What follows belongs to an exercise in optimizing a design on an open flow for small area; a production flow would make more cautious choices. At most, simulation tests tie the RTL to the original design; equivalence was not proved. Function not checked in run 2: the RTL went through the layout flow alone. No activity file was given, so power comes from the tool's default toggle rates.

## design/flow/design.v

```verilog
module cic3
    #(parameter DECIMATION_FACTOR = 256,  
    parameter CLOCK_WIDTH = $clog2(DECIMATION_FACTOR),
    parameter NUMBITS = 3*CLOCK_WIDTH+1)
    (output logic [NUMBITS-1:0] out,  
    input logic in,  
    input logic clk,  
    input logic reset_n);  
logic [NUMBITS-1:0] in_coded;  
logic [NUMBITS-1:0] acc1;
logic [NUMBITS-1:0] acc2;
logic [NUMBITS-1:0] acc3;
logic [NUMBITS-1:0] acc3_next;
logic [NUMBITS-1:0] acc3_d;
logic [NUMBITS-1:0] diff1;
logic [NUMBITS-1:0] diff2;
logic [NUMBITS-1:0] diff3;
logic [NUMBITS-1:0] diff1_d;
logic [NUMBITS-1:0] diff2_d;
logic [CLOCK_WIDTH-1:0] clock_counter;  
logic diff_en;  
logic out_en;  
always_comb begin : coder
    if (in) 
        in_coded = 1;
    else
        in_coded = 0;
end  
always_comb begin : clock_assign
    diff_en = (clock_counter == {CLOCK_WIDTH{1'b1}});
    out_en = (clock_counter == {1'b0, {(CLOCK_WIDTH-1){1'b1}}});
    acc3_next = acc3 + acc2;
end  
always_ff @ (posedge clk or negedge reset_n) begin : integrators 
    if (!reset_n) begin 
        acc1 <= 'b0; 
        acc2 <= 'b0; 
        acc3 <= 'b0; 
    end 
    else begin
        acc1 <= acc1 + in_coded; 
        acc2 <= acc2 + acc1; 
        acc3 <= acc3_next;  
    end
end  
always_ff @ (posedge clk or negedge reset_n) begin : clk_divider
    if (!reset_n)
        clock_counter <= 'b0; 
    else 
        clock_counter <= clock_counter + 1'b1;
end  
always_ff @ (posedge clk or negedge reset_n) begin: differentiators
    if(!reset_n) begin
        acc3_d <= 'b0; 
        diff1_d <= 'b0; 
        diff2_d <= 'b0; 
        diff1 <= 'b0; 
        diff2 <= 'b0; 
        diff3 <= 'b0;
    end 
    else if (diff_en) begin 
        diff1 <= acc3_next - acc3_d; 
        diff2 <= diff1 - diff1_d; 
        diff3 <= diff2 - diff2_d; 
        acc3_d <= acc3_next; 
        diff1_d <= diff1; 
        diff2_d <= diff2; 
    end
end  
always_ff @ (posedge clk)  
    if (out_en)
        out <= diff3;
endmodule
```

## design/flow/run.sh

```bash
#!/bin/bash
# synth_recipe.tcl (not shown) runs the flow's synth.tcl, then flattens the netlist and writes it again
# the make line also repeats each setting of config.mk as NAME=value (left out here)
make -C /OpenROAD-flow-scripts/flow DESIGN_CONFIG=/design/flow/config.mk WORK_HOME=/design/flow/orfs CLKGATE_MAP_FILE= SYNTH_SCRIPT=/design/flow/synth_recipe.tcl finish
```

## design/flow/config.mk

```make
export PLATFORM = sky130hd
export DESIGN_NAME = cic3
export DESIGN_NICKNAME = cic3
export VERILOG_FILES = /design/flow/design.v
export SDC_FILE = /design/flow/constraint.sdc
export NUM_CORES = 4
export LEC_CHECK = 0
export CAP_MARGIN = 20
export CORE_MARGIN = 2
export CORE_UTILIZATION = 40
export SLEW_MARGIN = 20
```

## design/flow/constraint.sdc

```tcl
create_clock -name core_clock -period 5.0 [get_ports {clk}]
set_input_delay 1.0000 -clock core_clock [delete_from_list [all_inputs] [get_ports {clk}]]
set_output_delay 1.0000 -clock core_clock [all_outputs]
set_load 0.01 [all_outputs]
```

==> flow_metrics.env, run 1 <==
export IMPL_fin_crit_ns=4.449
export IMPL_crit_fanout=8
export IMPL_cts_tree="yes"
export IMPL_skew_ns=0.01014
export IMPL_p_sw_frac=0.3915
export IMPL_placed_cells=1896
export IMPL_synth_edf_count=25
export IMPL_async_reset_ff_frac=0.9031
export IMPL_grt_ovfl_total=0
export IMPL_final_cell_mix="233 x dfrtp_1, 141 x nand2_1, 123 x ha_1, 111 x inv_1, 109 x o21ai_0"
export IMPL_rows=70
export IMPL_vias=9588
export IMPL_met3_usage=0.01658
export IMPL_cts_root_buf="clkbuf_16"
export IMPL_busiest_layer="met2"
export IMPL_ys_warn_count=1
export IMPL_r2r_end="diff1[24]$_DFFE_PN0N_"
export IMPL_setup_slack_ns=0.5509
export IMPL_post_drt_wl_per_cell_um=12.56
export IMPL_critical_path_slowest_cell="dfrtp_1"
export IMPL_slowest_delay_ns=0.40
export IMPL_layoutNonFillerInstCount=1949
export IMPL_pre_cts_ws_ns=0.6520
export IMPL_p_clk_frac=0.229
export IMPL_cp_top_family="compound AO/OA/AOI/OAI gates"
export IMPL_start_kind="flip-flop"
export IMPL_p_seq_frac=0.266
export IMPL_p_int_mw=5.629
export IMPL_crit_path_cell_trace="ha_1 > a21o_1 > a21oi_1 > nand2b_1 > a21oi_1 > a21o_1 > a21o_1 > a21oi_1 > xnor2_1 > ha_1 > a21oi_1 > o21ai_0 > a21oi_1 > o21ai_1 > a21oi_1 > o21ai_1 > a221oi_1 > o21bai_1 > xor3_1 > o21ai_1"
export IMPL_rrSetupSlack_ns=0.55
export IMPL_min_path_type="reg -> reg"
export IMPL_yosys_top_cells_area="dfrtp_1 40%, ha_1 10%, mux2_2 5.4%, edfxtp_1 5.1%, xnor2_1 4.8%"
export IMPL_grtUsageMet1=0.1813
export IMPL_gp_congestion=0.7708
export IMPL_min_delay_path_depth=0
export IMPL_max_freq_mhz=224.8
export IMPL_cp_startpoint="acc2[1]$_DFF_PN0_"
export IMPL_drtPass1Iterations=4
export IMPL_cts_hold_fix_buffers=0
export IMPL_power_mw=9.251
export IMPL_grt_pass1_vias=9533
export IMPL_p_comb_frac=0.506
export IMPL_start_util=0.4041
export IMPL_syn_nets=1561
export IMPL_holdPathEnd="out[9]$_DFFE_PN_"
export IMPL_crit_path_end_kind="flip-flop"
export IMPL_nNetsFinal=1590
export IMPL_grt_pass1_wl_mm=43.58
export IMPL_yosysTopAreaCell="dfrtp_1"
export IMPL_required_ns=5.39
export IMPL_irDropWorstVdd_v=0.0004205
export IMPL_cts_reportedPaths_clkPinSlew_ns=0.06
export IMPL_drt_iter0_markers=343
export IMPL_clk_latency_ns=0.55
export IMPL_ant_nets=0
export IMPL_synth_top_cell_area_share=0.3970
export IMPL_post_cts_buffers=0
export IMPL_clk_path_buf_depth=3
export IMPL_setup_viol=0
export IMPL_reg2regPathDepth=20
export IMPL_tightest_slew_ns=1.138
export IMPL_critical_path_class="reg -> reg"
export IMPL_hpwl_mm=17.53
export IMPL_maxCapViolations=0
export IMPL_final_common_cell="dfrtp_1"
export IMPL_die_h_um=195.6
export IMPL_final_max_slew_viol_count=0
export IMPL_area_growth_pct=11.91
export IMPL_avgSynthCellArea_um2=10.27
export IMPL_hp_start="diff3[9]$_DFFE_PN0N_"
export IMPL_timing_rr_start="acc2[1]$_DFF_PN0_"
export IMPL_cts_resized=0
export IMPL_grt_max_degree=236
export IMPL_status="timing/DRC/antenna clean"
export IMPL_htreeDepth=1
export IMPL_utilization=0.4522
export IMPL_synthFlopType="dfrtp_1"
export IMPL_leakage_nw=7.731
export IMPL_hold_viol_final=0
export IMPL_cts_buffers=29
export IMPL_clock_sinks=258
export IMPL_netlist_area_um2=14690
export IMPL_antenna_found_initial=0
export IMPL_n_antenna_cell=0
export IMPL_period_share=0.8898
export IMPL_drc_errors=0
export IMPL_vias_per_cell=4.919
export IMPL_synthCells=1430
export IMPL_rsz0062_at_grt="false"
export IMPL_grt_util_met2=0.2221
export IMPL_core_um2=36350
export IMPL_ys_seq_area_frac=0.4481
export IMPL_synth_distinct_cells=74
export IMPL_port_buffers=27
export IMPL_switchingPower_mw=3.622
export IMPL_p_per_area_nw_per_um2=562.8
export IMPL_cp_common_cell="a21oi_1"
export IMPL_layout_drive_gt1_share=0.1006
export IMPL_chipWidth_um=195.6
export IMPL_critPathBufInv=0
export IMPL_crit_arrival_ns=4.84
export IMPL_routed_wl_mm=24.48
export IMPL_grt_total_usage=0.1324
export IMPL_ys_seq_elements=258
export IMPL_die_area_um2=38270
export IMPL_relSlewSlack=0.2413
export IMPL_fin_tns_setup_ns=0
export IMPL_ios=28
[metrics by stage]
stage | hold slack, ns | instance area, µm²
floorplan | 0.4248 | 14690
global placement | 0.4315 | 15480
detailed placement | 0.4297 | 15480
CTS | 0.4383 | 16440
global route | 0.4467 | 16440
finish | 0.4407 | 16440
[how the worst max path moves through the flow]
stage / slack (ns) / cells after the start / to
floorplan: 1.20 / 20 / diff1[24]$_DFFE_PN0N_
global placement: 0.72 / 20 / diff1[24]$_DFFE_PN0N_
detailed placement: 0.65 / 20 / diff1[24]$_DFFE_PN0N_
CTS: 0.63 / 20 / diff1[24]$_DFFE_PN0N_
global route: 0.32 / 20 / diff1[24]$_DFFE_PN0N_
finish: 0.55 / 20 / diff1[24]$_DFFE_PN0N_
[cells by family (layout without fill, tap and decap cells)]
family                     after synthesis  after routing  synth area share
xor gates and xnor gates               136            136           0.08263
buffers and inverters                  146            197           0.03740
adders and majority gates              128            128            0.1116
AOI/OAI and AO/OA                      362            362            0.1590
and+or+nand+nor                        326            326            0.1049
muxes                                   74             74           0.05639
DFF                                    258            258            0.4481
[registers in the layout (all words and copies together), names as in the netlist]
register / count
diff2: 25
diff1: 25
acc1: 25
diff2_d: 25
out: 25
clock_counter: 8
diff3: 25
diff1_d: 25
acc3_d: 25
acc2: 25
acc3: 25
[worst reg2reg max path, cell delays in order, from the launching register on]
cell and delay [ns]:
dfrtp_1 0.40, ha_1 0.30, a21o_1 0.18, a21oi_1 0.25, nand2b_1 0.17, a21oi_1 0.07
a21o_1 0.20, a21o_1 0.18, a21oi_1 0.17, xnor2_1 0.19, ha_1 0.35, a21oi_1 0.22
o21ai_0 0.12, a21oi_1 0.16, o21ai_1 0.09, a21oi_1 0.38, o21ai_1 0.20, a221oi_1 0.33
o21bai_1 0.10, xor3_1 0.19, o21ai_1 0.06
[synthesized netlist by cell type, types with 2 or more instances]
library cell,n
dfrtp_1,233
nand2_1,141
ha_1,123
inv_1,111
o21ai_0,109
a21oi_1,86
xnor2_1,81
mux2_2,70
a21o_1,65
xor2_1,53
nor2_1,47
clkbuf_1,34
nand3_1,29
edfxtp_1,25
and3_1,18
nor3_1,17
nand2b_1,16
nand4_1,16
nor2b_1,11
a31oi_1,10
o21ai_1,10
o31ai_1,8
nor3b_1,7
o21a_1,7
o21bai_1,7
a211oi_1,6
o211ai_1,6
or2_2,6
a211o_1,5
and2_1,5
fa_1,5
a221o_1,4
a221oi_2,4
mux2i_1,4
a2111oi_0,3
a21boi_0,3
a221oi_1,2
a31o_2,2
a41oi_1,2
and4_1,2
o2111ai_1,2
o31a_1,2
or3_1,2
[layer usage]
layer | vias up | routed length (µm) | part of all wire
met3 | 43 | 578 | 0.024
met2 | 104 | 10830 | 0.44
li1 | 5115 | - | -
met1 | 4326 | 12410 | 0.51
met4 | 0 | 662 | 0.027
met5 | - | 0 | 0
[power by group through the flow]
stage / Sequential (mW) / Clock, mW / Combinational, mW
after global routing: 2.48 / 2.26 / 5.30
final: 2.46 / 2.11 / 4.68
after global placement: 2.49 / 0 / 4.59
after floorplan: 2.45 / 0 / 3.83
after detailed placement: 2.49 / 0 / 4.65
after CTS: 2.46 / 2.19 / 4.67
[layout make-up]
cell class / count / area, µm²
multi-input cells: 1026 / 7562
repair buffers: 33 / 332.8
well taps: 468 / 585.6
inverters: 111 / 416.7
clock buffers: 39 / 813.3
flip-flops and latches: 258 / 6581
fillers: 3452 / 19910
clock inverters: 14 / 145.1
==> run 2, diff against run 1 <==
==> design/flow/design.v (replaced) <==
module cic3
    #(parameter DECIMATION_FACTOR = 256,  
    parameter CLOCK_WIDTH = $clog2(DECIMATION_FACTOR),
    parameter NUMBITS = 3*CLOCK_WIDTH+1)
    (output logic [NUMBITS-1:0] out,  
    input logic in,  
    input logic clk,  
    input logic reset_n);  
localparam int W = 25;    
localparam int L = 141;   
localparam int PB = 26;   
localparam int PC = 52;   
localparam int PO = 119;  
logic [7:0] cnt;           
logic [1:0] age;           
logic [W-1:0] acc1, acc2, acc3;
logic [L-1:0] ring;
logic cy1, cy2;            
logic [W-1:0] sum1, sum2, sum3, acc3g;
logic [W:0] cr1, cr2, cr3;
logic blk_start, ser_first, ser_act, out_load;
logic sa, sb, sc, s1, s2, c1i, c2i;
always_comb begin
    blk_start = (cnt == 8'd0);
    ser_first = (cnt == 8'd1);
    ser_act   = (cnt >= 8'd1) && (cnt <= 8'd25);
    out_load  = (cnt == 8'd127) && age[1];
    sa  = ring[0]  & (age != 2'd0);
    sb  = ring[PB-1] & age[1] & !ser_first;
    sc  = ring[PC] & (age == 2'd3);
    c1i = ser_first ? 1'b0 : cy1;
    c2i = ser_first ? 1'b1 : cy2;
    s1  = sa ^ sc ^ c1i;
    s2  = s1 ^ ~sb ^ c2i;
end
always_comb begin
    acc3g = blk_start ? '0 : acc3;
    cr1[0] = in;
    cr2[0] = 1'b0;
    cr3[0] = 1'b0;
    for (int i = 0; i < W; i++) begin
        sum1[i]  = acc1[i] ^ cr1[i];
        cr1[i+1] = acc1[i] & cr1[i];
        sum2[i]  = acc2[i] ^ acc1[i] ^ cr2[i];
        cr2[i+1] = (acc2[i] & acc1[i]) | (acc2[i] & cr2[i]) | (acc1[i] & cr2[i]);
        sum3[i]  = acc3g[i] ^ acc2[i] ^ cr3[i];
        cr3[i+1] = (acc3g[i] & acc2[i]) | (acc3g[i] & cr3[i]) | (acc2[i] & cr3[i]);
    end
end
always_ff @(posedge clk or negedge reset_n) begin
    if (!reset_n) begin
        cnt  <= '0;
        age  <= '0;
        acc1 <= '0;
        acc2 <= '0;
    end else begin
        cnt  <= cnt + 1'b1;
        if (cnt == 8'd255 && age != 2'd3) age <= age + 1'b1;
        acc1 <= sum1;
        acc2 <= sum2;
    end
end
always_ff @(posedge clk) begin
    acc3 <= sum3;
    cy1  <= (sa & sc) | (sa & c1i) | (sc & c1i);
    cy2  <= (s1 & ~sb) | (s1 & c2i) | (~sb & c2i);
    for (int i = 0; i < L; i++) begin
        if (i < W && blk_start)
            ring[i] <= acc3[i];
        else if (i == PC-1 && ser_act)
            ring[i] <= s2;
        else
            ring[i] <= ring[(i+1) % L];
    end
end
always_ff @(posedge clk or negedge reset_n) begin
    if (!reset_n)
        out <= '0;
    else if (out_load)
        for (int b = 0; b < W; b++)
            out[b] <= ring[(PO+b) % L];
end
endmodule
==> run 2 against run 1 <==
  * Now fails the layout checks on setup timing
  * Core utilization rose by 5.9 points
  * Register-to-register slack got worse by 5.0 ns
  * Flip-flop and latch count fell by 5
  * First-iteration DRC count fell by 66%
  * Via count fell by 63%
  * Worst setup slack got worse by 5.0 ns
  * Global-route usage fell by 1.9 points
  * Area after synthesis fell by 46%
  * Combinational power fell by about 90%
  * Non-clock buffer count rose by 26
  * Highest routed layer unchanged
==> flow_metrics.env, run 2 <==
export IMPL_grt_pass1_vias=3887
export IMPL_layout_drive_gt1_share=0.3857
export IMPL_irDropWorstVdd_v=0.0002512
export IMPL_setup_viol=26
export IMPL_synth_distinct_cells=25
export IMPL_yosysTopAreaCell="dfxtp_1"
export IMPL_core_um2=19460
export IMPL_status="failed layout checks"
export IMPL_timing_rr_start="cnt[0]$_DFF_PN0_"
export IMPL_start_util=0.4073
export IMPL_critical_path_slowest_cell="dfrtp_1"
export IMPL_ys_seq_area_frac=0.6926
export IMPL_port_buffers=27
export IMPL_violations="setup timing"
export IMPL_p_sw_frac=0.2365
export IMPL_maxCapViolations=0
export IMPL_grt_total_usage=0.1134
export IMPL_pre_cts_ws_ns=-4.489
export IMPL_p_per_area_nw_per_um2=467.5
export IMPL_drt_iter0_markers=116
export IMPL_netlist_area_um2=7928
export IMPL_max_freq_mhz=106.0
export IMPL_cts_reportedPaths_clkPinSlew_ns=0.06
export IMPL_fin_tns_setup_ns=-59.20
export IMPL_placed_cells=775
export IMPL_switchingPower_mw=1.100
export IMPL_power_mw=4.649
export IMPL_nNetsFinal=623
export IMPL_grt_ovfl_total=0
export IMPL_ys_seq_elements=253
export IMPL_n_antenna_cell=0
export IMPL_slowest_delay_ns=0.39
export IMPL_crit_arrival_ns=9.83
export IMPL_final_max_slew_viol_count=0
export IMPL_cts_hold_fix_buffers=0
export IMPL_die_area_um2=20960
export IMPL_ant_nets=0
export IMPL_clock_sinks=253
export IMPL_chipWidth_um=144.8
export IMPL_clk_latency_ns=0.51
export IMPL_area_growth_pct=25.46
export IMPL_fin_crit_ns=9.430
export IMPL_rows=51
export IMPL_critical_path_class="reg -> reg"
export IMPL_layoutNonFillerInstCount=825
export IMPL_cp_common_cell="fa_2"
export IMPL_yosysMostFrequentCell="dfxtp_1"
export IMPL_routed_wl_mm=10.70
export IMPL_tightest_slew_ns=0.6644
export IMPL_cts_buffers=26
export IMPL_grt_max_degree=52
export IMPL_synth_top_cell_area_share=0.4242
export IMPL_cp_startpoint="cnt[0]$_DFF_PN0_"
export IMPL_final_area_um2=9946
export IMPL_synth_common_cells="168 x dfxtp_1, 85 x dfrtp_1, 51 x mux2_2"
export IMPL_drc_errors=0
export IMPL_p_comb_frac=0.101
export IMPL_largest_register="ring"
export IMPL_htreeDepth=1
export IMPL_whs_ns=0.3244
export IMPL_relSlewSlack=0.5570
export IMPL_final_common_cell="dfxtp_1"
export IMPL_final_cell_mix="168 x dfxtp_1, 83 x dfrtp_1, 51 x mux2_2, 46 x fa_2, 33 x buf_4"
export IMPL_antenna_found_initial=0
export IMPL_grt_pass1_wl_mm=18.89
export IMPL_ios=28
export IMPL_drtPass1Iterations=4
export IMPL_vias_per_cell=4.255
export IMPL_p_clk_frac=0.403
export IMPL_clk_path_buf_depth=3
export IMPL_post_drt_wl_per_cell_um=12.97
export IMPL_leakage_nw=4.302
export IMPL_cts_tree="yes"
export IMPL_utilization=0.5110
export IMPL_synth_edf_count=0
export IMPL_skew_ns=0.01298
export IMPL_period_share=1.886
export IMPL_p_int_mw=3.550
export IMPL_cp_top_family="adder cells"
export IMPL_vias=3510
export IMPL_hold_viol_final=0
export IMPL_synthCells=460
export IMPL_setup_slack_ns=-4.430
export IMPL_crit_path_end_kind="flip-flop"
export IMPL_min_path_type="reg -> reg"
export IMPL_cts_root_buf="clkbuf_16"
export IMPL_crit_fanout=3
export IMPL_start_kind="flip-flop"
export IMPL_hp_start="ring[73]$_DFF_P_"
export IMPL_ys_warn_count=117
export IMPL_rsz0062_at_grt="true"
export IMPL_yosys_top_cells_area="dfxtp_1 42%, dfrtp_1 27%, fa_1 12%, mux2_2 7.2%, ha_1 5.1%"
export IMPL_die_h_um=144.8
export IMPL_synthFlopType="dfxtp_1"
export IMPL_gp_congestion=0.7433
export IMPL_async_reset_ff_frac=0.3360
export IMPL_hpwl_mm=6.912
export IMPL_required_ns=5.40
export IMPL_avgSynthCellArea_um2=17.23
export IMPL_largest_reg_flops=141
export IMPL_critPathBufInv=1
export IMPL_dpl_cell_area_um2=9012
export IMPL_p_seq_frac=0.496
export IMPL_syn_nets=543
## run 2: cell types whose count changed in the layout (fill, tap and decap cells not counted), sizes merged, moves of 43 or more
cell,previous run,this run
dfxtp,0,168
o21ai,119,0
ha,123,32
a21o,66,0
fa,5,48
xnor2,82,7
dfrtp,233,85
a21oi,87,0
nor2,48,2
xor2,53,5
nand2,141,4
inv,112,10
## run 2: timing repair
| action | in CTS | in global routing |
|---|---|---|
| buffers inserted | 2 | 0 |
| setup endpoints to repair | 29 | 28 |
| gates resized for setup | 6 | 6 |
| hold endpoints to repair | 0 | 0 |
| pin swaps | 0 | 2 |
## run 2: power groups by stage
| stage | Combinational, mW | Sequential, mW | Clock (mW) |
|---|---|---|---|
| global placement | 0.439 | 2.35 | 0 |
| finish | 0.470 | 2.30 | 1.87 |
| detailed placement | 0.494 | 2.35 | 0 |
| floorplan | 0.333 | 2.32 | 0 |
| CTS | 0.501 | 2.31 | 1.93 |
| global route | 0.591 | 2.33 | 2.02 |
## run 2: metal layers
metal / global-route usage / routed length, µm / share of wire
met5: 0 / 0 / 0
met4: 0.04752 / 361 / 0.034
met3: 0.02270 / 306 / 0.029
met2: 0.1792 / 5021 / 0.47
met1: 0.1537 / 5014 / 0.47
## run 2: path summary, 6_finish.rpt
check | endpoint | cells past startpoint | slack [ns]
max in group asynchronous | out[1]$_DFFE_PN0P_ | 2 | 3.52
hold reg to reg | ring[72]$_DFF_P_ | 0 | 0.32
hold / removal | ring[72]$_DFF_P_ | 0 | 0.32
setup / recovery | acc3[24]$_DFF_P_ | 30 | -4.43
min in group asynchronous | acc1[2]$_DFF_PN0_ | 1 | 0.45
setup reg to reg | acc3[24]$_DFF_P_ | 30 | -4.43
## run 2: layout make-up
cell class              instances  area [µm²]
multi-input cells             192        2723
inverters                       8       30.03
clock inverters                13       83.83
fillers                      1616        9517
repair buffers                 59       506.7
clock buffers                  35       778.2
flip-flops and latches        253        5493
well taps                     265       331.6
## run 2: cell families (layout without fill, tap and decap cells)
kind of cell | after synthesis | after routing | synth area share
AOI/OAI and AO/OA | 3 | 3 | 0.003157
xor gates and xnor gates | 12 | 12 | 0.01326
adders and majority gates | 80 | 80 | 0.1717
buffers and inverters | 15 | 115 | 0.009469
DFF | 253 | 253 | 0.6926
muxes | 52 | 52 | 0.07386
and+or+nand+nor | 45 | 45 | 0.03598
==> run 3, diff against run 2 <==
--- a/design/flow/design.v
+++ b/design/flow/design.v
@@ -16,8 +16,6 @@
 logic [W-1:0] acc1, acc2, acc3;
 logic [L-1:0] ring;
 logic cy1, cy2;            
-logic [W-1:0] sum1, sum2, sum3, acc3g;
-logic [W:0] cr1, cr2, cr3;
 logic blk_start, ser_first, ser_act, out_load;
 logic sa, sb, sc, s1, s2, c1i, c2i;
 always_comb begin
@@ -33,20 +31,6 @@
     s1  = sa ^ sc ^ c1i;
     s2  = s1 ^ ~sb ^ c2i;
 end
-always_comb begin
-    acc3g = blk_start ? '0 : acc3;
-    cr1[0] = in;
-    cr2[0] = 1'b0;
-    cr3[0] = 1'b0;
-    for (int i = 0; i < W; i++) begin
-        sum1[i]  = acc1[i] ^ cr1[i];
-        cr1[i+1] = acc1[i] & cr1[i];
-        sum2[i]  = acc2[i] ^ acc1[i] ^ cr2[i];
-        cr2[i+1] = (acc2[i] & acc1[i]) | (acc2[i] & cr2[i]) | (acc1[i] & cr2[i]);
-        sum3[i]  = acc3g[i] ^ acc2[i] ^ cr3[i];
-        cr3[i+1] = (acc3g[i] & acc2[i]) | (acc3g[i] & cr3[i]) | (acc2[i] & cr3[i]);
-    end
-end
 always_ff @(posedge clk or negedge reset_n) begin
     if (!reset_n) begin
         cnt  <= '0;
@@ -56,12 +40,12 @@
     end else begin
         cnt  <= cnt + 1'b1;
         if (cnt == 8'd255 && age != 2'd3) age <= age + 1'b1;
-        acc1 <= sum1;
-        acc2 <= sum2;
+        acc1 <= acc1 + in;
+        acc2 <= acc2 + acc1;
     end
 end
 always_ff @(posedge clk) begin
-    acc3 <= sum3;
+    acc3 <= (blk_start ? '0 : acc3) + acc2;
     cy1  <= (sa & sc) | (sa & c1i) | (sc & c1i);
     cy2  <= (s1 & ~sb) | (s1 & c2i) | (~sb & c2i);
     for (int i = 0; i < L; i++) begin
==> run 3 against run 2 <==
  * Now clean on timing, DRC and antenna
  * Highest routed layer unchanged
  * Sequential share of layout area down 4.6 points
  * Critical endpoint unchanged
  * Worst setup slack better by 5.7 ns
  * Critical path type unchanged
  * Synthesized cell count up 69%
  * Global-route usage up 1.5 points
  * First-iteration DRC count up 4.3%
  * Critical path depth fell by 16
  * Worst hold slack lost 0.0021 ns
  * Design area increased by 8.9%
==> flow_metrics.env, run 3 <==
export IMPL_rrSetupSlack_ns=1.30
export IMPL_cp_common_cell="or3_1"
export IMPL_tightest_slew_ns=0.6481
export IMPL_switchingPower_mw=1.489
export IMPL_crit_path_end_kind="flip-flop"
export IMPL_timing_rr_start="cnt[6]$_DFF_PN0_"
export IMPL_synth_top_cell_area_share=0.3581
export IMPL_ios=28
export IMPL_rows=56
export IMPL_port_buffers=27
export IMPL_start_kind="flip-flop"
export IMPL_setup_viol=0
export IMPL_placed_cells=1105
export IMPL_clk_latency_ns=0.53
export IMPL_area_growth_pct=15.35
export IMPL_hold_viol_final=0
export IMPL_ys_seq_area_frac=0.5845
export IMPL_die_h_um=157.2
export IMPL_ant_nets=0
export IMPL_post_cts_buffers=0
export IMPL_slowest_delay_ns=0.41
export IMPL_avgSynthCellArea_um2=12.09
export IMPL_p_comb_frac=0.218
export IMPL_fin_crit_ns=3.702
export IMPL_synthXorXnorAreaFrac=0.06900
export IMPL_layout_drive_gt1_share=0.1310
export IMPL_dpl_cell_area_um2=10010
export IMPL_cp_startpoint="cnt[6]$_DFF_PN0_"
export IMPL_vias=5367
export IMPL_cts_root_buf="clkbuf_16"
export IMPL_synth_edf_count=0
export IMPL_core_um2=23260
export IMPL_drtPass1Iterations=4
export IMPL_vias_per_cell=4.663
export IMPL_crit_fanout=48
export IMPL_synthAdderAreaFrac=0.08179
export IMPL_final_cell_mix="168 x dfxtp_1, 85 x dfrtp_1, 55 x ha_1, 51 x mux2_2, 50 x xnor2_1"
export IMPL_async_reset_ff_frac=0.3360
export IMPL_synth_mux_area_fraction=0.06114
export IMPL_synth_compound_area_share=0.09604
export IMPL_cts_resized=0
export IMPL_crit_end="acc3[24]$_DFF_P_"
export IMPL_synthCells=777
export IMPL_clk_path_buf_depth=3
export IMPL_netlist_area_um2=9393
export IMPL_start_util=0.4038
export IMPL_max_freq_mhz=270.1
export IMPL_largest_reg_flops=141
export IMPL_power_mw=5.270
export IMPL_r2r_end="acc3[24]$_DFF_P_"
export IMPL_cts_buffers=25
export IMPL_post_drt_wl_per_cell_um=13.15
export IMPL_leakage_nw=5.029
export IMPL_reg2regPathDepth=14
export IMPL_drt_iter0_markers=121
export IMPL_cts_hold_fix_buffers=0
export IMPL_synth_simple_gate_area_frac=0.09111
export IMPL_final_max_slew_viol_count=0
export IMPL_gp_congestion=0.8023
export IMPL_layoutNonFillerInstCount=1151
export IMPL_die_area_um2=24720
export IMPL_status="timing/DRC/antenna clean"
export IMPL_critical_path_class="reg -> reg"
export IMPL_min_path_type="reg -> reg"
export IMPL_chipWidth_um=157.2
export IMPL_p_sw_frac=0.2824
export IMPL_crit_arrival_ns=4.12
export IMPL_syn_nets=839
export IMPL_required_ns=5.42
export IMPL_p_per_area_nw_per_um2=486.5
export IMPL_whs_ns=0.3222
export IMPL_rsz0062_at_grt="false"
export IMPL_final_area_um2=10830
export IMPL_grt_max_degree=49
export IMPL_grt_total_usage=0.1283
export IMPL_htreeDepth=1
export IMPL_irDropWorstVdd_v=0.0002362
export IMPL_period_share=0.7404
export IMPL_largest_register="ring"
export IMPL_relSlewSlack=0.5679
export IMPL_final_common_cell="dfxtp_1"
export IMPL_routed_wl_mm=15.14
export IMPL_cts_tree="yes"
export IMPL_p_clk_frac=0.349
export IMPL_synth_distinct_cells=53
export IMPL_crit_path_cell_trace="or3_1 > nor2b_1 > nand2_1 > buf_4 > and2_1 > ha_1 > a211oi_2 > o211a_1 > nor2_1 > or3_1 > a221oi_2 > o31a_2 > o21ai_0 > and3_1"
export IMPL_grt_pass1_wl_mm=26.01
export IMPL_clock_sinks=253
export IMPL_ys_warn_count=117
export IMPL_n_antenna_cell=0
export IMPL_skew_ns=0.007872
export IMPL_yosys_top_cells_area="dfxtp_1 36%, dfrtp_1 23%, ha_1 7.3%, mux2_2 6.1%, xnor2_1 4.7%"
export IMPL_cts_reportedPaths_clkPinSlew_ns=0.06
export IMPL_synthFlopType="dfxtp_1"
export IMPL_p_seq_frac=0.433
export IMPL_fillers=2121
export IMPL_fin_tns_setup_ns=0
export IMPL_synth_common_cells="168 x dfxtp_1, 85 x dfrtp_1, 55 x ha_1"
export IMPL_yosysMostFrequentCell="dfxtp_1"
export IMPL_drc_errors=0
export IMPL_nNetsFinal=875
export IMPL_hpwl_mm=10.17
export IMPL_ys_seq_elements=253
export IMPL_grt_ovfl_total=0
export IMPL_synth_top_family_by_area="compound AO/OA/AOI/OAI gates"
export IMPL_antenna_found_initial=0
export IMPL_critical_path_slowest_cell="dfrtp_1"
export IMPL_yosysTopAreaCell="dfxtp_1"
export IMPL_grt_pass1_vias=5448
export IMPL_maxCapViolations=0
export IMPL_p_int_mw=3.782
-- run 3: cell count changes after synthesis, moves of 23 or more --
cell / previous run / this run
nand2_1: 4 / 37
fa_1: 48 / 4
ha_1: 32 / 55
a21oi_1: 0 / 46
a21o_1: 0 / 28
xnor2_1: 7 / 50
nor2_1: 2 / 27
-- run 3: layout make-up --
class | count | area, µm² | share of cell area
Inverter | 19 | 71.32 | 0.006583
Tap cell | 319 | 399.1 | 0.03684
Clock buffer | 32 | 711.9 | 0.06571
Multi-Input combinational cell | 484 | 3755 | 0.3466
Sequential cell | 253 | 5490 | 0.5068
Clock inverter | 14 | 116.4 | 0.01074
Timing Repair Buffer | 30 | 290.3 | 0.02679
-- run 3: power groups by stage --
stage	clock, mW	sequential [mW]	combinational [mW]
after floorplan	0	2.29	0.960
after global placement	0	2.33	1.14
after detailed placement	0	2.32	1.15
after CTS	1.89	2.28	1.16
after global routing	1.98	2.31	1.32
final	1.84	2.28	1.15
-- run 3: worst min-delay path by stage --
stage / start / to / cells after the start
finish: ring[44]$_DFF_P_ / ring[43]$_DFF_P_ / 0
global route: ring[32]$_DFF_P_ / ring[31]$_DFF_P_ / 0
CTS: ring[32]$_DFF_P_ / ring[31]$_DFF_P_ / 0
detailed placement: ring[54]$_DFF_P_ / ring[53]$_DFF_P_ / 0
global placement: ring[117]$_DFF_P_ / ring[116]$_DFF_P_ / 0
floorplan: ring[101]$_DFF_P_ / ring[100]$_DFF_P_ / 0
-- run 3: logic make-up (layout without fill, tap and decap cells) --
| kind of cell | count (synthesis) | count (layout) |
|---|---|---|
| compound gates | 135 | 135 |
| xor+xnor | 74 | 74 |
| fa+ha+maj | 59 | 59 |
| buf+inv | 40 | 95 |
| flops | 253 | 253 |
| mux | 51 | 51 |
| simple gates | 165 | 165 |
-- run 3: worst max-delay path: cells and delay by family (launching register included) --
family / cells / cell delay (ns)
and+or+nand+nor: 7 / 1.49
DFF: 1 / 0.41
buffers and inverters: 1 / 0.29
AOI/OAI and AO/OA: 5 / 1.04
adders and majority gates: 1 / 0.34
-- run 3: layer usage --
layer	up-vias	global-route usage	routed length (µm)
li1	2780	-	-
met1	2496	0.1772	7671
met2	64	0.2021	6583
met3	27	0.02258	440
met4	0	0.04675	439
met5	-	0	0
-- run 3: metrics by stage --
step,util,setup WS [ns]
floorplan,-,1.220
global placement,0.4301,1.314
detailed placement,0.4301,1.293
CTS,0.4657,1.261
global route,0.4657,1.055
finish,0.4657,1.298
==> run 4, diff against run 3 <==
--- a/design/flow/design.v
+++ b/design/flow/design.v
@@ -11,15 +11,49 @@
 localparam int PB = 26;   
 localparam int PC = 52;   
 localparam int PO = 119;  
+localparam int NSEG = 3;
+localparam int B1 = 9;    
+localparam int B2 = 17;   
+function automatic integer seg(input integer i);
+    if (i >= B2) seg = 2;
+    else if (i >= B1) seg = 1;
+    else seg = 0;
+endfunction
 logic [7:0] cnt;           
 logic [1:0] age;           
 logic [W-1:0] acc1, acc2, acc3;
+logic [NSEG-1:1] k1, k2, k3;   
 logic [L-1:0] ring;
 logic cy1, cy2;            
-logic blk_start, ser_first, ser_act, out_load;
+logic [W-1:0] sum1, sum2, sum3, acc3g, wr;
+logic [W:0] cr1, cr2, cr3;
+logic [NSEG-1:1] k1n, k2n, k3n;
+logic ser_first, ser_act, out_load;
 logic sa, sb, sc, s1, s2, c1i, c2i;
 always_comb begin
-    blk_start = (cnt == 8'd0);
+    for (int i = 0; i < W; i++) begin
+        wr[i]    = (cnt == seg(i));    
+        acc3g[i] = wr[i] ? 1'b0 : acc3[i];
+    end
+    for (int i = 0; i < W; i++) begin
+        if (i == 0) begin
+            cr1[i] = in; cr2[i] = 1'b0; cr3[i] = 1'b0;
+        end else if (i == B1) begin
+            k1n[1] = cr1[i]; k2n[1] = cr2[i]; k3n[1] = cr3[i];
+            cr1[i] = k1[1];  cr2[i] = k2[1];  cr3[i] = k3[1];
+        end else if (i == B2) begin
+            k1n[2] = cr1[i]; k2n[2] = cr2[i]; k3n[2] = cr3[i];
+            cr1[i] = k1[2];  cr2[i] = k2[2];  cr3[i] = k3[2];
+        end
+        sum1[i]  = acc1[i] ^ cr1[i];
+        cr1[i+1] = acc1[i] & cr1[i];
+        sum2[i]  = acc2[i] ^ acc1[i] ^ cr2[i];
+        cr2[i+1] = (acc2[i] & acc1[i]) | (acc2[i] & cr2[i]) | (acc1[i] & cr2[i]);
+        sum3[i]  = acc3g[i] ^ acc2[i] ^ cr3[i];
+        cr3[i+1] = (acc3g[i] & acc2[i]) | (acc3g[i] & cr3[i]) | (acc2[i] & cr3[i]);
+    end
+end
+always_comb begin
     ser_first = (cnt == 8'd1);
     ser_act   = (cnt >= 8'd1) && (cnt <= 8'd25);
     out_load  = (cnt == 8'd127) && age[1];
@@ -37,25 +71,29 @@
         age  <= '0;
         acc1 <= '0;
         acc2 <= '0;
+        k1   <= '0;
+        k2   <= '0;
     end else begin
         cnt  <= cnt + 1'b1;
         if (cnt == 8'd255 && age != 2'd3) age <= age + 1'b1;
-        acc1 <= acc1 + in;
-        acc2 <= acc2 + acc1;
+        acc1 <= sum1;
+        acc2 <= sum2;
+        k1   <= k1n;
+        k2   <= k2n;
     end
 end
 always_ff @(posedge clk) begin
-    acc3 <= (blk_start ? '0 : acc3) + acc2;
+    acc3 <= sum3;
+    k3   <= k3n;
     cy1  <= (sa & sc) | (sa & c1i) | (sc & c1i);
     cy2  <= (s1 & ~sb) | (s1 & c2i) | (~sb & c2i);
-    for (int i = 0; i < L; i++) begin
-        if (i < W && blk_start)
-            ring[i] <= acc3[i];
-        else if (i == PC-1 && ser_act)
-            ring[i] <= s2;
-        else
-            ring[i] <= ring[(i+1) % L];
-    end
+    for (int i = 0; i < L; i++)
+        ring[i] <= ring[(i+1) % L];
+    for (int b = 0; b < W; b++)
+        if (wr[b])
+            ring[b - seg(b)] <= acc3[b];
+    if (ser_act)
+        ring[PC-1] <= s2;
 end
 always_ff @(posedge clk or negedge reset_n) begin
     if (!reset_n)
--- a/design/flow/config.mk
+++ b/design/flow/config.mk
@@ -8,4 +8,5 @@
 export CAP_MARGIN = 20
 export CORE_MARGIN = 2
 export CORE_UTILIZATION = 40
+export CTS_BUF_LIST = sky130_fd_sc_hd__clkbuf_4
 export SLEW_MARGIN = 20
==> run 4 against run 3 <==
  * Highest routed layer unchanged
  * Critical path depth is 1 higher
  * Flip-flop and latch count is 6 higher
  * Worst setup slack worse by 0.93 ns
  * Critical endpoint is now acc3[8]$_DFF_P_
  * Clock skew grew 0.052 ns
  * Count of clock-buffer cells in the layout up 59
  * First-iteration DRC count decreased by 36%
  * Worst hold slack worse by 0.038 ns
  * Core utilization grew 1.0 points
  * Routed wire length fell by 28%
  * Power down 16%
  * Register-to-register slack worse by 0.93 ns
  * Largest cell class unchanged
==> flow_metrics.env, run 4 <==
export IMPL_status="timing/DRC/antenna clean"
export IMPL_final_cell_mix="170 x dfxtp_1, 91 x clkbuf_4, 89 x dfrtp_1, 48 x fa_1, 38 x mux2_2"
export IMPL_relSlewSlack=0.5390
export IMPL_crit_path_end_kind="flip-flop"
export IMPL_max_freq_mhz=215.8
export IMPL_synth_edf_count=0
export IMPL_crit_path_cell_trace="inv_1 > ha_1 > nand3_4 > and2_1 > ha_1 > fa_1 > fa_1 > fa_1 > fa_1 > fa_1 > fa_1 > fa_1 > inv_1 > fa_1 > inv_1"
export IMPL_min_path_type="reg -> reg"
export IMPL_rrSetupSlack_ns=0.37
export IMPL_p_int_mw=3.324
export IMPL_clk_path_buf_depth=3
export IMPL_p_sw_frac=0.2460
export IMPL_p_seq_frac=0.531
export IMPL_gp_congestion=0.7008
export IMPL_crit_arrival_ns=5.20
export IMPL_leakage_nw=4.541
export IMPL_ys_seq_area_frac=0.6796
export IMPL_async_reset_ff_frac=0.3436
export IMPL_skew_ns=0.05961
export IMPL_placed_cells=797
export IMPL_vias_per_cell=4.210
export IMPL_fin_crit_ns=4.635
export IMPL_synth_common_cells="170 x dfxtp_1, 89 x dfrtp_1, 48 x fa_1"
export IMPL_period_share=0.9269
export IMPL_synthCells=503
export IMPL_maxCapViolations=0
export IMPL_rows=52
export IMPL_rsz0062_at_grt="false"
export IMPL_yosysTopAreaCell="dfxtp_1"
export IMPL_setup_viol=0
export IMPL_post_drt_wl_per_cell_um=11.99
export IMPL_largest_reg_flops=141
export IMPL_power_mw=4.408
export IMPL_switchingPower_mw=1.085
export IMPL_ant_nets=0
export IMPL_drt_iter0_markers=77
export IMPL_required_ns=5.57
export IMPL_yosys_top_cells_area="dfxtp_1 41%, dfrtp_1 27%, fa_1 12%, mux2_2 5.2%, ha_1 4.8%"
export IMPL_cts_tree="yes"
export IMPL_chipWidth_um=147.9
export IMPL_final_common_cell="dfxtp_1"
export IMPL_grt_total_usage=0.1131
export IMPL_grt_ovfl_total=0
export IMPL_layout_drive_gt1_share=0.2387
export IMPL_hold_viol_final=0
export IMPL_die_area_um2=21880
export IMPL_clk_latency_ns=0.68
export IMPL_largest_register="ring"
export IMPL_cts_resized=0
export IMPL_post_cts_buffers=0
export IMPL_setup_slack_ns=0.3654
export IMPL_port_buffers=27
export IMPL_slowest_delay_ns=0.41
export IMPL_final_max_slew_viol_count=0
export IMPL_drtPass1Iterations=4
export IMPL_p_per_area_nw_per_um2=456.2
export IMPL_htreeDepth=2
export IMPL_fin_tns_setup_ns=0
export IMPL_p_comb_frac=0.090
export IMPL_clock_sinks=259
export IMPL_drc_errors=0
export IMPL_cp_common_cell="fa_1"
export IMPL_cts_reportedPaths_clkPinSlew_ns=0.07
export IMPL_n_antenna_cell=0
export IMPL_synthFlopType="dfxtp_1"
export IMPL_p_clk_frac=0.379
export IMPL_tightest_slew_ns=0.6915
export IMPL_routed_wl_mm=10.92
export IMPL_cts_root_buf="clkbuf_4"
export IMPL_yosysMostFrequentCell="dfxtp_1"
export IMPL_ys_warn_count=1
export IMPL_crit_fanout=5
export IMPL_die_h_um=147.9
export IMPL_ys_seq_elements=259
export IMPL_hpwl_mm=6.976
export IMPL_syn_nets=586
export IMPL_layoutNonFillerInstCount=911
export IMPL_synth_top_cell_area_share=0.4108
export IMPL_cts_hold_fix_buffers=0
export IMPL_start_util=0.4082
export IMPL_area_growth_pct=16.64
export IMPL_grt_max_degree=55
export IMPL_critical_path_class="reg -> reg"
export IMPL_nNetsFinal=673
export IMPL_vias=3835
export IMPL_cts_buffers=61
export IMPL_critical_path_slowest_cell="dfrtp_1"
export IMPL_ios=28
export IMPL_grt_pass1_wl_mm=20.15
export IMPL_core_um2=20300
export IMPL_synth_distinct_cells=35
export IMPL_grt_pass1_vias=4373
export IMPL_netlist_area_um2=8285
export IMPL_pre_cts_ws_ns=0.4069
export IMPL_irDropWorstVdd_v=0.0002099
export IMPL_antenna_found_initial=0
export IMPL_start_kind="flip-flop"
export IMPL_avgSynthCellArea_um2=16.47
[run 4: cell types whose count changed after synthesis, sizes merged, moves of 23 or more]
cell and change:
a21oi -46, fa +44, xnor2 -43, nand2 -29, a21o -28, nor2 -24
ha -23
[run 4: final timing paths]
kind	start	end	cells after the start
max in group asynchronous	reset_n	cnt[5]$_DFF_PN0_	2
setup / recovery	cnt[0]$_DFF_PN0_	acc3[8]$_DFF_P_	15
setup reg to reg	cnt[0]$_DFF_PN0_	acc3[8]$_DFF_P_	15
min in group asynchronous	reset_n	out[7]$_DFFE_PN0P_	1
hold / removal	ring[46]$_DFF_P_	ring[45]$_DFF_P_	0
hold reg to reg	ring[46]$_DFF_P_	ring[45]$_DFF_P_	0
[run 4: worst max-delay path: cells and delay by family (launching register included)]
family,cells,cell delay [ns]
buffers and inverters,3,0.25
AND/OR/NAND/NOR,2,0.31
flip-flops,1,0.41
adder cells (fa/ha/maj),10,3.56
[run 4: power groups by stage]
stage	Combinational (mW)	Clock [mW]	Sequential [mW]
finish	0.395	1.67	2.34
floorplan	0.302	0	2.36
detailed placement	0.417	0	2.39
CTS	0.418	1.75	2.35
global route	0.516	1.86	2.36
global placement	0.367	0	2.39
[run 4: layout make-up]
cell class / count / area, µm²
Tap cell: 270 / 337.8
Sequential cell: 259 / 5630
Inverter: 34 / 127.6
Clock inverter: 23 / 127.6
Clock buffer: 91 / 683.2
Fill cell: 1820 / 10640
Multi-Input combinational cell: 201 / 2445
Timing Repair Buffer: 33 / 312.8
[run 4: per-stage QoR]
| step | util | hold WS [ns] | instance area, µm² |
|---|---|---|---|
| finish | 0.4761 | 0.2846 | 9664 |
| global route | 0.4761 | 0.2878 | 9664 |
| CTS | 0.4761 | 0.2692 | 9664 |
| detailed placement | 0.4361 | 0.3121 | 8853 |
| global placement | 0.4361 | 0.3098 | 8853 |
| floorplan | - | 0.3096 | 8285 |
[run 4: cells by family after synthesis]
family,count (synthesis),synth area share
AND/OR/NAND/NOR,51,0.04168
AO/OA/AOI/OAI,11,0.01072
multiplexers,47,0.06569
XOR/XNOR,12,0.01268
buffers and inverters,43,0.02537
flip-flops,259,0.6796
adder cells (fa/ha/maj),80,0.1643
[run 4: metal layers]
metal	up-vias	share of wire	global-route usage
met1	1906	0.47	0.1449
met4	0	0.020	0.05714
met2	68	0.47	0.1735
li1	1841	-	-
met3	20	0.050	0.03673
met5	-	0	0
==> run 5, diff against run 4 <==
--- a/design/flow/config.mk
+++ b/design/flow/config.mk
@@ -8,5 +8,6 @@
 export CAP_MARGIN = 20
 export CORE_MARGIN = 2
 export CORE_UTILIZATION = 40
-export CTS_BUF_LIST = sky130_fd_sc_hd__clkbuf_4
+export CTS_BUF_LIST = sky130_fd_sc_hd__clkbuf_2
+export CTS_CLUSTER_SIZE = 10
 export SLEW_MARGIN = 20
==> run 5 against run 4 <==
  * Register-to-register slack worse by 0.02 ns
  * Flip-flop and latch count did not move
  * First-iteration DRC count grew 32%
  * Non-clock buffer count is the same
  * Synthesized cell count unchanged
  * Critical path type unchanged
  * Largest cell class unchanged
  * Largest power group unchanged
  * Highest routed layer unchanged
==> flow_metrics.env, run 5 <==
export IMPL_status="timing/DRC/antenna clean"
export IMPL_tightest_slew_ns=0.7004
export IMPL_synth_top_cell_area_share=0.4108
export IMPL_post_cts_buffers=0
export IMPL_whs_ns=0.2260
export IMPL_vias_per_cell=4.190
export IMPL_synthXorXnorAreaFrac=0.01268
export IMPL_grt_total_usage=0.1119
export IMPL_cp_common_cell="fa_1"
export IMPL_min_path_type="in -> async"
export IMPL_synth_edf_count=0
export IMPL_rsz0062_at_grt="false"
export IMPL_syn_nets=586
export IMPL_start_util=0.4082
export IMPL_synthCells=503
export IMPL_antenna_found_initial=1
export IMPL_synth_compound_area_share=0.01072
export IMPL_crit_fanout=5
export IMPL_crit_path_cell_trace="inv_1 > ha_1 > nand3_4 > and2_1 > ha_1 > fa_1 > fa_1 > fa_1 > fa_1 > fa_1 > fa_1 > fa_1 > inv_1 > fa_1 > inv_1"
export IMPL_setup_viol=0
export IMPL_ios=28
export IMPL_pre_cts_ws_ns=0.4069
export IMPL_die_area_um2=21880
export IMPL_yosysTopAreaCell="dfxtp_1"
export IMPL_gp_congestion=0.7008
export IMPL_area_growth_pct=13.67
export IMPL_synth_mux_area_fraction=0.06569
export IMPL_final_common_cell="dfxtp_1"
export IMPL_drc_errors=0
export IMPL_drtPass1Iterations=4
export IMPL_chipWidth_um=147.9
export IMPL_placed_cells=797
export IMPL_critical_path_class="reg -> reg"
export IMPL_slowest_delay_ns=0.42
export IMPL_crit_path_end_kind="flip-flop"
export IMPL_yosys_top_cells_area="dfxtp_1 41%, dfrtp_1 27%, fa_1 12%, mux2_2 5.2%, ha_1 4.8%"
export IMPL_cts_reportedPaths_clkPinSlew_ns=0.12
export IMPL_yosysMostFrequentCell="dfxtp_1"
export IMPL_layout_drive_gt1_share=0.2453
export IMPL_avgSynthCellArea_um2=16.47
export IMPL_relSlewSlack=0.5331
export IMPL_period_share=0.9300
export IMPL_ant_nets=0
export IMPL_cts_root_buf="clkbuf_2"
export IMPL_cts_resized=0
export IMPL_ys_seq_area_frac=0.6796
export IMPL_clock_sinks=259
export IMPL_die_h_um=147.9
export IMPL_cts_buffers=60
export IMPL_critical_path_slowest_cell="dfrtp_1"
export IMPL_utilization=0.4639
export IMPL_fin_tns_setup_ns=0
export IMPL_hold_viol_final=0
export IMPL_async_reset_ff_frac=0.3436
export IMPL_clk_latency_ns=0.81
export IMPL_vias=3817
export IMPL_hpwl_mm=6.976
export IMPL_synth_distinct_cells=35
export IMPL_layoutNonFillerInstCount=911
export IMPL_synthFlopType="dfxtp_1"
export IMPL_final_cell_mix="170 x dfxtp_1, 95 x clkbuf_2, 89 x dfrtp_1, 48 x fa_1, 38 x mux2_2"
export IMPL_grt_pass1_vias=4388
export IMPL_p_per_area_nw_per_um2=426.6
export IMPL_required_ns=5.70
export IMPL_grt_max_degree=55
export IMPL_ys_warn_count=1
export IMPL_final_max_slew_viol_count=0
export IMPL_largest_reg_flops=141
export IMPL_drt_iter0_markers=102
export IMPL_maxCapViolations=0
export IMPL_synthAdderAreaFrac=0.1643
export IMPL_grt_ovfl_total=0
export IMPL_post_drt_wl_per_cell_um=12.02
export IMPL_leakage_nw=4.495
export IMPL_irDropWorstVdd_v=0.0001692
export IMPL_grt_pass1_wl_mm=19.95
export IMPL_skew_ns=0.07449
export IMPL_synth_top_family_by_area="adder cells"
export IMPL_routed_wl_mm=10.95
export IMPL_core_um2=20300
export IMPL_setup_slack_ns=0.3502
export IMPL_rows=52
export IMPL_cts_hold_fix_buffers=0
export IMPL_crit_arrival_ns=5.34
export IMPL_netlist_area_um2=8285
export IMPL_port_buffers=27
export IMPL_ys_seq_elements=259
export IMPL_clk_path_buf_depth=3
export IMPL_htreeDepth=2
export IMPL_max_freq_mhz=215.1
export IMPL_synth_simple_gate_area_frac=0.04168
export IMPL_nNetsFinal=672
export IMPL_largest_register="ring"
export IMPL_start_kind="flip-flop"
export IMPL_fin_crit_ns=4.650
export IMPL_cts_tree="yes"
export IMPL_synth_common_cells="170 x dfxtp_1, 89 x dfrtp_1, 48 x fa_1"
run 5: per-layer routing:
metal,GRT usage,wire (µm),up-vias,share of wire
li1,-,-,1837,-
met1,0.1457,5185,1907,0.47
met2,0.1716,5122,55,0.47
met3,0.03704,453,18,0.041
met4,0.04952,186,0,0.017
met5,0,0,-,0
run 5: final timing paths:
kind	from	to	slack, ns	depth (start not counted)
max	cnt[0]$_DFF_PN0_	acc3[8]$_DFF_P_	0.35	15
min	reset_n	out[4]$_DFFE_PN0P_	0.23	1
max reg2reg	cnt[0]$_DFF_PN0_	acc3[8]$_DFF_P_	0.35	15
min reg2reg	ring[46]$_DFF_P_	ring[45]$_DFF_P_	0.27	0
max in group asynchronous	reset_n	acc2[16]$_DFF_PN0_	3.76	2
min in group core_clock	ring[46]$_DFF_P_	ring[45]$_DFF_P_	0.27	0
run 5: critical path, delay by kind of cell (launching register included):
family        cells  cell delay, ns
buf+inv           3            0.24
fa+ha+maj        10            3.56
simple gates      2            0.31
flops             1            0.42
run 5: final cells by class:
cell class / instances / area (µm²)
flip-flops and latches: 259 / 5630
clock inverters: 18 / 86.33
repair buffers: 33 / 312.8
multi-input cells: 201 / 2445
well taps: 270 / 337.8
inverters: 34 / 127.6
diodes: 1 / 2.502
fillers: 1853 / 10880
clock buffers: 95 / 475.5
run 5: logic make-up after synthesis:
logic type,Yosys count
DFF,259
buffers and inverters,43
and+or+nand+nor,51
muxes,47
xor gates and xnor gates,12
adders and majority gates,80
AOI/OAI and AO/OA,11
run 5: power breakdown:
| part | internal [mW] | switching, mW | leakage, nW |
|---|---|---|---|
| Sequential | 2.24 | 0.102 | 2.57 |
| Combinational | 0.194 | 0.204 | 1.49 |
| Clock | 0.512 | 0.770 | 0.433 |
| Total | 2.94 | 1.08 | 4.50 |
run 5: per-stage QoR:
step | area [µm²] | total power [mW]
2_1_floorplan | 8285 | 2.662
3_3_place_gp | 8853 | 2.754
3_5_place_dp | 8853 | 2.808
4_1_cts | 9415 | 4.118
5_1_grt | 9418 | 4.350
6_report | 9418 | 4.018
==> run 6, diff against run 5 <==
--- a/design/flow/config.mk
+++ b/design/flow/config.mk
@@ -8,6 +8,4 @@
 export CAP_MARGIN = 20
 export CORE_MARGIN = 2
 export CORE_UTILIZATION = 40
-export CTS_BUF_LIST = sky130_fd_sc_hd__clkbuf_2
-export CTS_CLUSTER_SIZE = 10
 export SLEW_MARGIN = 20
==> run 6 against run 5 <==
  * Non-clock buffer count unchanged
  * Worst hold slack better by 0.098 ns
  * Still clean
  * Fmax up 1.1%
  * Count of clock-buffer cells in the layout down 60
  * Flip-flop and latch count unchanged
  * Power up 14%
  * Synthesized cell count unchanged
  * Routed wire length down 3.7%
  * Sequential share of layout area down 1.7 points
  * Clock power up 45%
  * Largest power group unchanged
  * Via count down 5.3%
==> flow_metrics.env, run 6 <==
export IMPL_clock_sinks=259
export IMPL_period_share=0.9201
export IMPL_ys_warn_count=1
export IMPL_htreeDepth=1
export IMPL_synth_simple_gate_area_frac=0.04168
export IMPL_cts_buffers=25
export IMPL_hp_start="ring[36]$_DFF_P_"
export IMPL_max_freq_mhz=217.4
export IMPL_drc_errors=0
export IMPL_area_growth_pct=17.03
export IMPL_grt_pass1_vias=4043
export IMPL_drtPass1Iterations=4
export IMPL_met3_usage=0.02623
export IMPL_holdPathEnd="ring[35]$_DFF_P_"
export IMPL_maxCapViolations=0
export IMPL_post_cts_buffers=0
export IMPL_grt_pass1_wl_mm=19.26
export IMPL_cts_root_buf="clkbuf_16"
export IMPL_setup_viol=0
export IMPL_cp_common_cell="fa_1"
export IMPL_die_h_um=147.9
export IMPL_required_ns=5.46
export IMPL_r2r_end="acc3[16]$_DFF_P_"
export IMPL_ios=28
export IMPL_nNetsFinal=637
export IMPL_cts_hold_fix_buffers=0
export IMPL_rsz0062_at_grt="false"
export IMPL_grt_util_met2=0.1700
export IMPL_synth_mux_area_fraction=0.06569
export IMPL_crit_arrival_ns=5.06
export IMPL_min_path_type="reg -> reg"
export IMPL_synth_top_family_by_area="adder cells"
export IMPL_avgSynthCellArea_um2=16.47
export IMPL_synth_compound_area_share=0.01072
export IMPL_hpwl_mm=6.976
export IMPL_grtUsageMet1=0.1464
export IMPL_ant_nets=0
export IMPL_crit_fanout=11
export IMPL_p_seq_frac=0.510
export IMPL_crit_path_cell_trace="nor3_2 > buf_4 > nand3_2 > and2_1 > fa_1 > fa_1 > fa_1 > fa_1 > fa_1 > fa_1 > fa_1 > inv_1 > fa_1 > inv_1"
export IMPL_antenna_found_initial=0
export IMPL_grt_total_usage=0.1074
export IMPL_rows=52
export IMPL_netlist_area_um2=8285
export IMPL_routed_wl_mm=10.54
export IMPL_layout_drive_gt1_share=0.1728
export IMPL_critical_path_class="reg -> reg"
export IMPL_drt_iter0_markers=97
export IMPL_start_util=0.4082
export IMPL_chipWidth_um=147.9
export IMPL_p_clk_frac=0.404
export IMPL_final_cell_mix="170 x dfxtp_1, 89 x dfrtp_1, 48 x fa_1, 38 x mux2_2, 34 x inv_1"
export IMPL_skew_ns=0.01149
export IMPL_timing_rr_start="cnt[7]$_DFF_PN0_"
export IMPL_whs_ns=0.3241
export IMPL_async_reset_ff_frac=0.3436
export IMPL_clk_path_buf_depth=3
export IMPL_synth_top_cell_area_share=0.4108
export IMPL_die_area_um2=21880
export IMPL_synthFlopType="dfxtp_1"
export IMPL_crit_path_end_kind="flip-flop"
export IMPL_yosysMostFrequentCell="dfxtp_1"
export IMPL_switchingPower_mw=1.069
export IMPL_p_comb_frac=0.087
export IMPL_p_sw_frac=0.2327
export IMPL_vias_per_cell=4.288
export IMPL_n_antenna_cell=0
export IMPL_grt_ovfl_total=0
export IMPL_synthCells=503
export IMPL_status="timing/DRC/antenna clean"
export IMPL_reg2regPathDepth=14
export IMPL_irDropWorstVdd_v=0.0002746
export IMPL_hold_viol_final=0
export IMPL_cts_tree="yes"
export IMPL_final_common_cell="dfxtp_1"
export IMPL_ys_seq_elements=259
export IMPL_synth_distinct_cells=35
export IMPL_syn_nets=586
export IMPL_gp_congestion=0.7008
export IMPL_leakage_nw=4.485
export IMPL_yosys_top_cells_area="dfxtp_1 41%, dfrtp_1 27%, fa_1 12%, mux2_2 5.2%, ha_1 4.8%"
export IMPL_largest_register="ring"
export IMPL_p_int_mw=3.526
export IMPL_cts_resized=0
export IMPL_p_per_area_nw_per_um2=473.9
export IMPL_min_delay_path_depth=0
export IMPL_synth_edf_count=0
export IMPL_synthAdderAreaFrac=0.1643
export IMPL_fin_crit_ns=4.601
export IMPL_relSlewSlack=0.5338
export IMPL_tightest_slew_ns=0.6993
export IMPL_yosysTopAreaCell="dfxtp_1"
export IMPL_grt_max_degree=55
export IMPL_synthXorXnorAreaFrac=0.01268
export IMPL_port_buffers=27
export IMPL_fin_tns_setup_ns=0
export IMPL_vias=3615
export IMPL_critical_path_slowest_cell="dfrtp_1"
export IMPL_final_max_slew_viol_count=0
export IMPL_start_kind="flip-flop"
export IMPL_ys_seq_area_frac=0.6796
export IMPL_largest_reg_flops=141
export IMPL_synth_common_cells="170 x dfxtp_1, 89 x dfrtp_1, 48 x fa_1"
export IMPL_clk_latency_ns=0.52
export IMPL_core_um2=20300
export IMPL_busiest_layer="met2"
export IMPL_cts_reportedPaths_clkPinSlew_ns=0.06
export IMPL_rrSetupSlack_ns=0.40
export IMPL_slowest_delay_ns=0.45
export IMPL_post_drt_wl_per_cell_um=12.50
-- run 6: cell types whose count changed in the layout (fill, tap and decap cells not counted), sizes merged --
cell	before	now
clkinvlp	1	0
clkinv	16	6
clkbuf	95	35
diode	1	0
inv	35	38
bufinv	0	1
-- run 6: routing by layer --
layer  share of wire  up-vias
met3           0.043       23
met2            0.46       44
li1                -     1723
met4           0.024        0
met1            0.47     1825
met5               0        -
-- run 6: through the flow --
| stage | instance area, µm² | util | total power [mW] | setup slack (ns) | std cells |
|---|---|---|---|---|---|
| 6_report | 9697 | 0.4777 | 4.595 | 0.3993 | 843 |
| 5_1_grt | 9697 | 0.4777 | 4.886 | 0.1879 | 843 |
| 4_1_cts | 9697 | 0.4777 | 4.680 | 0.3739 | 843 |
| 3_5_place_dp | 8853 | 0.4361 | 2.808 | 0.4069 | 797 |
| 3_3_place_gp | 8853 | 0.4361 | 2.754 | 0.5038 | 797 |
| 2_1_floorplan | 8285 | - | 2.662 | 0.2679 | 503 |
-- run 6: power by group through the flow --
stage / registers [mW] / logic, mW / clock network (mW)
floorplan: 2.36 / 0.302 / 0
global placement: 2.39 / 0.367 / 0
detailed placement: 2.39 / 0.417 / 0
CTS: 2.35 / 0.419 / 1.91
global route: 2.37 / 0.515 / 2.00
finish: 2.34 / 0.399 / 1.85
-- run 6: worst max-delay path by stage --
stage / to / start / cells past startpoint / slack (ns)
2_1_floorplan: acc3[8]$_DFF_P_ / cnt[4]$_DFF_PN0_ / 16 / 0.27
3_3_place_gp: acc3[8]$_DFF_P_ / cnt[0]$_DFF_PN0_ / 15 / 0.50
3_5_place_dp: acc3[8]$_DFF_P_ / cnt[7]$_DFF_PN0_ / 14 / 0.41
4_1_cts: acc3[8]$_DFF_P_ / cnt[0]$_DFF_PN0_ / 15 / 0.37
5_1_grt: acc3[16]$_DFF_P_ / cnt[7]$_DFF_PN0_ / 14 / 0.19
6_report: acc3[16]$_DFF_P_ / cnt[7]$_DFF_PN0_ / 14 / 0.40
-- run 6: cells by family after synthesis --
kind of cell	Yosys count
flops	259
fa+ha+maj	80
simple gates	51
mux	47
buf+inv	43
xor+xnor	12
compound gates	11
-- run 6: cell type report --
cell class	count	area, µm²
clock buffer	35	734.5
clock inverter	11	108.9
fill	1785	10600
inverter	34	127.6
multi-input combinational	201	2445
sequential	259	5630
tap	270	337.8
timing repair buffer	33	312.8
-- run 6: worst max-delay path, delay by kind of cell, from the launching register on --
kind,cells,cell delay (ns)
simple gates,3,0.62
buf+inv,3,0.38
fa+ha+maj,8,3.12
flops,1,0.45
==> run 7, diff against run 6 <==
--- a/design/flow/config.mk
+++ b/design/flow/config.mk
@@ -7,5 +7,8 @@
 export LEC_CHECK = 0
 export CAP_MARGIN = 20
 export CORE_MARGIN = 2
-export CORE_UTILIZATION = 40
+export CORE_UTILIZATION = 60
+export CTS_BUF_LIST = sky130_fd_sc_hd__clkbuf_16
+export CTS_CLUSTER_DIAMETER = 100
+export CTS_CLUSTER_SIZE = 35
 export SLEW_MARGIN = 20
==> run 7 against run 6 <==
  * Still clean
  * Worst hold slack gained 0.0040 ns
  * Worst setup slack gained 0.067 ns
  * Critical path depth is 1 lower
  * Sequential share of layout area is 4.1 points higher
  * Power is 19% lower
  * Flip-flop and latch count stayed put
  * Register-to-register slack gained 0.07 ns
  * First-iteration DRC count up 79%
  * Combinational power down 3%
  * Clock power decreased by 46%
  * Critical endpoint is now acc3[24]$_DFF_P_
  * Highest routed layer unchanged
==> flow_metrics.env, run 7 <==
export IMPL_p_clk_frac=0.269
export IMPL_layout_drive_gt1_share=0.1268
export IMPL_cts_reportedPaths_clkPinSlew_ns=0.12
export IMPL_grt_pass1_wl_mm=17.83
export IMPL_cts_hold_fix_buffers=0
export IMPL_synth_simple_gate_area_frac=0.04168
export IMPL_vias=3415
export IMPL_cts_tree="yes"
export IMPL_setup_slack_ns=0.4659
export IMPL_hp_start="ring[95]$_DFF_P_"
export IMPL_fillers=958
export IMPL_core_um2=13350
export IMPL_nNetsFinal=623
export IMPL_crit_fanout=14
export IMPL_cts_buffers=11
export IMPL_max_freq_mhz=220.6
export IMPL_clk_latency_ns=0.46
export IMPL_largest_reg_flops=141
export IMPL_largest_register="ring"
export IMPL_crit_arrival_ns=4.89
export IMPL_netlist_area_um2=8285
export IMPL_min_delay_path_depth=0
export IMPL_synth_mux_area_fraction=0.06569
export IMPL_drtPass1Iterations=4
export IMPL_switchingPower_mw=0.8866
export IMPL_p_seq_frac=0.627
export IMPL_utilization=0.6788
export IMPL_cts_root_buf="clkbuf_16"
export IMPL_p_sw_frac=0.2376
export IMPL_yosys_top_cells_area="dfxtp_1 41%, dfrtp_1 27%, fa_1 12%, mux2_2 5.2%, ha_1 4.8%"
export IMPL_p_int_mw=2.845
export IMPL_drc_errors=0
export IMPL_rsz0062_at_grt="false"
export IMPL_cp_startpoint="cnt[7]$_DFF_PN0_"
export IMPL_start_kind="flip-flop"
export IMPL_drt_iter0_markers=174
export IMPL_final_cell_mix="170 x dfxtp_1, 89 x dfrtp_1, 48 x fa_1, 39 x inv_1, 38 x mux2_2"
export IMPL_gp_congestion=0.7516
export IMPL_synth_compound_area_share=0.01072
export IMPL_setup_viol=0
export IMPL_ant_nets=0
export IMPL_p_comb_frac=0.104
export IMPL_crit_path_end_kind="flip-flop"
export IMPL_power_mw=3.732
export IMPL_ys_seq_elements=259
export IMPL_avgSynthCellArea_um2=16.47
export IMPL_grtUsageMet1=0.2409
export IMPL_synthCells=503
export IMPL_status="timing/DRC/antenna clean"
export IMPL_n_antenna_cell=0
export IMPL_fin_crit_ns=4.534
export IMPL_grt_total_usage=0.1504
export IMPL_post_cts_buffers=0
export IMPL_grt_max_degree=58
export IMPL_synth_top_family_by_area="adder cells"
export IMPL_routed_wl_mm=9.923
export IMPL_pre_cts_ws_ns=0.4567
export IMPL_skew_ns=0.02366
export IMPL_min_path_type="reg -> reg"
export IMPL_synthAdderAreaFrac=0.1643
export IMPL_rrSetupSlack_ns=0.47
export IMPL_start_util=0.6207
export IMPL_vias_per_cell=4.743
export IMPL_ios=28
export IMPL_clock_sinks=259
export IMPL_synth_common_cells="170 x dfxtp_1, 89 x dfrtp_1, 48 x fa_1"
export IMPL_p_per_area_nw_per_um2=411.9
export IMPL_port_buffers=27
export IMPL_reg2regPathDepth=13
export IMPL_area_growth_pct=9.348
export IMPL_ys_seq_area_frac=0.6796
export IMPL_met3_usage=0.02444
export IMPL_synth_edf_count=0
export IMPL_leakage_nw=4.236
export IMPL_relSlewSlack=0.5440
export IMPL_hpwl_mm=6.726
export IMPL_grt_ovfl_total=0
export IMPL_critical_path_class="reg -> reg"
export IMPL_tightest_slew_ns=0.6840
export IMPL_synth_top_cell_area_share=0.4108
export IMPL_die_area_um2=14760
export IMPL_async_reset_ff_frac=0.3436
export IMPL_synthXorXnorAreaFrac=0.01268
export IMPL_antenna_found_initial=0
export IMPL_fin_tns_setup_ns=0
export IMPL_die_h_um=121.5
export IMPL_grt_pass1_vias=3652
export IMPL_period_share=0.9068
export IMPL_htreeDepth=1
export IMPL_busiest_layer="met1"
export IMPL_timing_rr_start="cnt[7]$_DFF_PN0_"
export IMPL_required_ns=5.36
export IMPL_whs_ns=0.3281
export IMPL_synth_distinct_cells=35
export IMPL_yosysTopAreaCell="dfxtp_1"
export IMPL_maxCapViolations=0
export IMPL_chipWidth_um=121.5
export IMPL_final_common_cell="dfxtp_1"
export IMPL_cts_resized=0
export IMPL_grt_util_met2=0.2184
export IMPL_hold_viol_final=0
export IMPL_synthFlopType="dfxtp_1"
export IMPL_clk_path_buf_depth=3
export IMPL_irDropWorstVdd_v=0.0002640
export IMPL_final_max_slew_viol_count=0
export IMPL_yosysMostFrequentCell="dfxtp_1"
export IMPL_post_drt_wl_per_cell_um=13.78
export IMPL_ys_warn_count=1
export IMPL_rows=42
export IMPL_syn_nets=586
-- run 7: cell counts after synthesis --
No cell type changed its count.
-- run 7: stage by stage --
step,instance area (µm²),std cells
final,9060,720
after global routing,9060,720
after CTS,9060,720
after detailed placement,8736,703
after global placement,8736,703
after floorplan,8285,503
-- run 7: logic make-up after synthesis --
logic type      after synthesis
buf+inv                      43
flops                       259
xor+xnor                     12
simple gates                 51
fa+ha+maj                    80
compound gates               11
mux                          47
-- run 7: per-layer routing --
| layer | wire [µm] | part of all wire |
|---|---|---|
| met5 | 0 | 0 |
| met2 | 4243 | 0.43 |
| met4 | 165 | 0.017 |
| met3 | 250 | 0.025 |
| met1 | 5264 | 0.53 |
-- run 7: layout make-up --
cell class,instances,area (µm²),share of cell area
clock buffers,11,275.3,0.03038
clock inverters,6,48.80,0.005386
inverters,34,127.6,0.01409
multi-input cells,201,2445,0.2699
flip-flops and latches,259,5630,0.6215
well taps,176,220.2,0.02431
repair buffers,33,312.8,0.03453
-- run 7: path summary, 6_finish.rpt --
path,end
min,ring[94]$_DFF_P_
max in group asynchronous,out[8]$_DFFE_PN0P_
max,acc3[24]$_DFF_P_
min reg2reg,ring[94]$_DFF_P_
min in group asynchronous,out[17]$_DFFE_PN0P_
max reg2reg,acc3[24]$_DFF_P_
-- run 7: critical path: stages, from the launching register on --
cell     delay (ns)
dfrtp_1        0.46
nor3_2         0.30
buf_4          0.24
nand3_4        0.18
and2_1         0.23
fa_1           0.39
fa_1           0.40
fa_1           0.39
fa_1           0.39
fa_1           0.40
fa_1           0.39
fa_1           0.39
xnor2_1        0.14
xnor2_1        0.12
-- run 7: power groups by stage --
stage / Clock (mW) / Sequential [mW] / Combinational (mW)
floorplan: 0 / 2.36 / 0.302
global placement: 0 / 2.39 / 0.366
detailed placement: 0 / 2.39 / 0.412
CTS: 1.05 / 2.34 / 0.413
global route: 1.12 / 2.36 / 0.490
finish: 1.00 / 2.34 / 0.388

Check on run 7: ideal ports give 0.466 ns setup slack; a clkbuf_16 on the clock port and buf_2 on the inputs give 0.466 ns; moving port delays by the midpoint clock arrival (0.490 ns) as well gives 0.466 ns.
